From an optimization exercise on the open Yosys and OpenROAD flow, aimed at small area; shortcuts taken in it are not production practice.
The RTL was checked by simulation tests, not by an equivalence proof against the original design.
Power is estimated from default activity; no workload was simulated.

// udp_plus_fix
module udp_plus_fix(
    input         clk,
    input         rst,
    input  [7:0]  data_in,
    input         valid_in,
    output        fix_packet_done_in,
    output        msg_valid,
    output        msg_type,
    output [47:0] symbol_id,
    output        side,
    output [63:0] price,
    output [63:0] quantity,
    output [31:0] order_id
    );
    wire [7:0] fix_data;
    wire msg_complete, tag_valid, tag_first, value_valid, value_first;
    udp_parser udp(
        .clk(clk), .rst(rst), .data_in(data_in), .valid_in(valid_in),
        .payload_data(fix_data), .packet_done(fix_packet_done_in));
    fix_parser fp(
        .clk(clk), .rst(rst), .data_in(fix_data),
        .msg_complete(msg_complete), .tag_valid(tag_valid), .tag_first(tag_first),
        .value_valid(value_valid), .value_first(value_first));
    fix_to_order_book fto(
        .clk(clk), .rst(rst), .data(fix_data), .msg_complete(msg_complete),
        .tag_valid(tag_valid), .tag_first(tag_first),
        .value_valid(value_valid), .value_first(value_first),
        .msg_valid(msg_valid), .msg_type(msg_type), .symbol_id(symbol_id),
        .side(side), .price(price), .quantity(quantity), .order_id(order_id));
endmodule
Size: roughly 1,800 cells after synthesis, ~400 flip-flops, ~220 I/O pins, roughly 0.019 mm^2 of cells after synthesis.
clock: 10.0 ns
lec_check: 0
cap_margin: 20
core_margin: 2
core_utilization: 40
cts_cluster_diameter: 90
cts_cluster_size: 32
slew_margin: 20
standard.sh (not shown) runs the stock make flow with config.mk's settings and CLKGATE_MAP_FILE= SYNTH_SCRIPT=/design/flow/synth_recipe.tcl, a recipe that flattens the netlist after the stock synthesis.
==> flow/flow/run.sh <==
#!/bin/bash
# The standard layout, with every port buffered by the smallest buffer
# (sky130_fd_sc_hd__buf_1) instead of the one buffer_ports picks by default.
set -euo pipefail
bash standard.sh "BUFFER_PORTS_ARGS=-buffer_cell sky130_fd_sc_hd__buf_1" finish > standard_flow.log 2>&1
The baseline completed with no timing, DRC or antenna violations.
Edit:
Settings changed: CTS_CLUSTER_DIAMETER 90 to not set, CTS_CLUSTER_SIZE 32 to 25.
Effect:
- core utilization went up by 1.7 points
- synthesized cell count does not change
- power grows by a quarter to a third
- final cell count is higher slightly
Edit:
Settings changed: CTS_CLUSTER_SIZE 25 to 35.
What happened: The changed run completed with no timing, DRC or antenna violations. Global-route usage stays the same. Area after synthesis is unchanged. Power stays the same. Non-clock buffer count does not change.
Edit:
Settings changed: ABC_AREA set to 1, CORE_UTILIZATION 40 to 65, CTS_CLUSTER_DIAMETER set to 100, CTS_CLUSTER_SIZE 35 to 25.
Effect: Final area is lower by a few percent. Synthesized area is about the same. Critical path depth is higher by 7. Setup slack is better by 0.32 ns.

== oak ==
udp_plus_fix, a different RTL version from the one above (not shown whole).
For scale: ~1600 cells after synthesis, roughly 220 I/O pins, roughly 18000 µm² of cells after synthesis.
clock: 10.0 ns
lec_check: 0
cap_margin: 20
core_margin: 2
core_utilization: 40
slew_margin: 20
==> flow/flow/run.sh <==
#!/bin/bash
# The standard layout, with every port buffered by the smallest buffer
# (sky130_fd_sc_hd__buf_1) and clock tree synthesis without dummy loads.
set -euo pipefail
bash standard.sh "BUFFER_PORTS_ARGS=-buffer_cell sky130_fd_sc_hd__buf_1" \
  "CTS_ARGS=-sink_clustering_enable -repair_clock_nets -sink_clustering_size 18 -sink_clustering_max_diameter 75 -sink_clustering_buffer sky130_fd_sc_hd__clkbuf_8 -tree_buf sky130_fd_sc_hd__clkbuf_4 -dont_use_dummy_load" \
  finish > standard_flow.log 2>&1
oak reached the end of the flow, and the finished layout is clean on the timing, DRC and antenna checks.
Input changes introduced in pine (baseline for comparison: oak):
==> flow/flow/run.sh <==
#!/bin/bash
# The standard layout, with every port buffered by the smallest buffer
# (sky130_fd_sc_hd__buf_1) and clock tree synthesis without dummy loads.
set -euo pipefail
bash standard.sh "BUFFER_PORTS_ARGS=-buffer_cell sky130_fd_sc_hd__buf_1" \
  "CTS_ARGS=-sink_clustering_enable -repair_clock_nets -sink_clustering_size 16 -sink_clustering_max_diameter 70 -sink_clustering_buffer sky130_fd_sc_hd__clkbuf_8 -tree_buf sky130_fd_sc_hd__clkbuf_4 -root_buf sky130_fd_sc_hd__clkbuf_8 -dont_use_dummy_load" \
  finish > standard_flow.log 2>&1
[summary]
Clock group share of total power in pine is 0.9 points higher than in oak. Routed metal-1 wirelength | pine above oak. Between oak and pine, the difference in wire length of the first global-routing pass is negligible.

## run A
Another version of the RTL of udp_plus_fix (not shown whole).
For scale: about 1,600 cells after synthesis, roughly 400 flip-flops.
==> flow/design.v (excerpt) <==
module udp_plus_fix(
    input         clk,
    input         rst,
    input  [7:0]  data_in,
    input         valid_in,
    output        fix_packet_done_in,
    output        msg_valid,
    output        msg_type,
    output [47:0] symbol_id,
    output        side,
    output [63:0] price,
    output [63:0] quantity,
    output [31:0] order_id
    );
    wire [7:0] fix_data;
    wire msg_complete, tag_valid, tag_first, value_valid, value_first;
    udp_parser udp(
        .clk(clk), .rst(rst), .data_in(data_in), .valid_in(valid_in),
        .payload_data(fix_data), .packet_done(fix_packet_done_in));
    fix_parser fp(
        .clk(clk), .rst(rst), .data_in(fix_data),
        .msg_complete(msg_complete), .tag_valid(tag_valid), .tag_first(tag_first),
        .value_valid(value_valid), .value_first(value_first));
    fix_to_order_book fto(
        .clk(clk), .rst(rst), .data(fix_data), .msg_complete(msg_complete),
        .tag_valid(tag_valid), .tag_first(tag_first),
        .value_valid(value_valid), .value_first(value_first),
  ...
clock: 10.0 ns
lec_check: 0
cap_margin: 20
core_margin: 2
core_utilization: 40
slew_margin: 20
==> flow/flow/run.sh <==
#!/bin/bash
# The standard layout, with every port buffered by the smallest buffer
# (sky130_fd_sc_hd__buf_1) and clock tree synthesis without dummy loads.
set -euo pipefail
bash standard.sh "BUFFER_PORTS_ARGS=-buffer_cell sky130_fd_sc_hd__buf_1" \
  "CTS_ARGS=-sink_clustering_enable -repair_clock_nets -sink_clustering_size 10 -sink_clustering_max_diameter 50 -sink_clustering_buffer sky130_fd_sc_hd__clkbuf_4 -dont_use_dummy_load" \
  finish > standard_flow.log 2>&1
Edits applied to the flow inputs when going from run A to run B:
==> flow/flow/run.sh <==
#!/bin/bash
# The standard layout, with every port buffered by the smallest buffer
# (sky130_fd_sc_hd__buf_1) and clock tree synthesis without dummy loads.
set -euo pipefail
bash standard.sh "BUFFER_PORTS_ARGS=-buffer_cell sky130_fd_sc_hd__buf_1" \
  "CTS_ARGS=-sink_clustering_enable -repair_clock_nets -sink_clustering_size 16 -sink_clustering_max_diameter 70 -sink_clustering_buffer sky130_fd_sc_hd__clkbuf_8 -dont_use_dummy_load" \
  finish > standard_flow.log 2>&1
[summary]
The total power of run B is higher than that of run A.
NOTE: clock buffer and inverter area fraction after layout in run B exceeds that of run A
Switching power summed over all nets: run B vs run A down 0.79%
Compared with run A, in run B worst-case setup margin in the final layout climbed 0.029 ns; via count shows a reduction of 0.50%; final-layout clock buffer total fell by 33%; number of sinks handled by clock tree synthesis shows no meaningful change; transition time at the pin with the least slew margin went down 0.015 ns.
Delta(setup slack of the worst register-to-register path, run B - run A) > 0
Diff run A -> run B: highest achievable clock rate went up 1.2 MHz, total track usage went down 0.17 points.
diff inputs: run B => run C
==> flow/flow/run.sh <==
#!/bin/bash
# The standard layout, with every port buffered by the smallest buffer
# (sky130_fd_sc_hd__buf_1) and clock tree synthesis without dummy loads.
set -euo pipefail
bash standard.sh "BUFFER_PORTS_ARGS=-buffer_cell sky130_fd_sc_hd__buf_1" \
  "CTS_ARGS=-sink_clustering_enable -repair_clock_nets -sink_clustering_size 30 -sink_clustering_max_diameter 110 -dont_use_dummy_load" \
  finish > standard_flow.log 2>&1
Notes after the runs:
On number of global-route vias before repair, the higher figure sits with run B, not run C. Part of the total power dissipated in the clock network ended up 1.9 points lower on run C than on run B. On run C: critical path depth is 1 lower than what run B gave. The data arrival time of the critical path in run C was higher than what run B gave. Total length of routed wires, run C and run B: larger value in run B.

udp_plus_fix with an RTL version that a note above also has.
For scale: about 1900 cells after synthesis, ~400 flip-flops, about 220 I/O pins, ~0.019 mm2 of cells after synthesis.
==> flow/design.v (excerpt) <==
module udp_plus_fix(
    input         clk,
    input         rst,
    input  [7:0]  data_in,
    input         valid_in,
    output        fix_packet_done_in,
    output        msg_valid,
    output        msg_type,
    output [47:0] symbol_id,
    output        side,
    output [63:0] price,
    output [63:0] quantity,
    output [31:0] order_id
    );
    wire [7:0] fix_data;
    wire msg_complete, tag_valid, tag_first, value_valid, value_first;
    udp_parser udp(
        .clk(clk), .rst(rst), .data_in(data_in), .valid_in(valid_in),
        .payload_data(fix_data), .packet_done(fix_packet_done_in));
    fix_parser fp(
        .clk(clk), .rst(rst), .data_in(fix_data),
        .msg_complete(msg_complete), .tag_valid(tag_valid), .tag_first(tag_first),
        .value_valid(value_valid), .value_first(value_first));
    fix_to_order_book fto(
  ...
Settings: LEC_CHECK=0, ABC_AREA=1, CAP_MARGIN=20, CORE_MARGIN=2, CORE_UTILIZATION=40, CTS_CLUSTER_DIAMETER=100, CTS_CLUSTER_SIZE=25, SLEW_MARGIN=20; clock period 10.0 ns.
==> flow/flow/run.sh <==
#!/bin/bash
# The standard layout, with every port buffered by the smallest buffer
# (sky130_fd_sc_hd__buf_1) instead of the one buffer_ports picks by default.
set -euo pipefail
bash standard.sh "BUFFER_PORTS_ARGS=-buffer_cell sky130_fd_sc_hd__buf_1" finish > standard_flow.log 2>&1
Next try:
- ABC_AREA: 1 -> not set
Wire length fell by a few percent.
Die area hardly moves.
Global-route usage shrinks by 0.25 points.
Sequential power is lower by a few percent.
Non-clock buffer count is unchanged.
Cell count fell by a few percent.
Hold slack improved by 0.0042 ns.
Maximum frequency falls by a few percent.
Synthesized area stays flat.
Synthesized cell count came out lower by a little under a tenth.
Final area went down slightly.

[afterwards: timing with drivers on the ports]
The results above use ideal ports. As a check the final layouts listed here were re-extracted and re-timed, cells and wires unchanged.
Step 1 sets driving cells, clkbuf_16 on the clock port and buf_2 on the other inputs (assumed; they add their load-dependent delay and slew).
Step 2 adds t to the input delays and takes it off the output delays; t is the mean of the earliest and latest rising clock arrival at the registers after step 1. Input paths then give back, and output paths get back, about the clock's delay inside the block.
Slacks: ideal ports / drivers / drivers and shift; pairs: ideal ports / drivers.
run	shift t [ns]	setup WS [ns]	worst hold slack (ns)	worst slew at a driven data input, ns	pins driven straight from the clock port
the first run of note 1	0.599	3.462 / 3.462 / 3.462	0.358 / 0.358 / 0.358	0.03	1
the second run of note 1	0.617	3.455 / 3.455 / 3.455	0.345 / 0.345 / 0.345	0.03	1
the third run of note 1	0.617	3.455 / 3.455 / 3.455	0.345 / 0.345 / 0.345	0.03	1
the fourth run of note 1	0.571	3.776 / 3.776 / 3.776	0.366 / 0.366 / 0.366	0.08	1
oak	0.572	5.000 / 4.945 / 5.480	0.369 / 0.369 / 0.369	0.03	1
pine	0.615	4.922 / 4.874 / 5.467	0.387 / 0.387 / 0.387	0.03	1
run A	0.558	4.968 / 4.918 / 5.476	0.318 / 0.318 / 0.318	0.03	1
run B	0.561	4.998 / 4.944 / 5.505	0.354 / 0.354 / 0.354	0.03	1
run C	0.565	4.976 / 4.925 / 5.490	0.361 / 0.361 / 0.361	0.03	1
the first run of note 4	0.591	3.758 / 3.758 / 3.758	0.351 / 0.351 / 0.351	0.04	1
the second run of note 4	0.596	3.459 / 3.459 / 3.459	0.356 / 0.356 / 0.356	0.03	1
After both steps setup and hold are still met in every run listed.
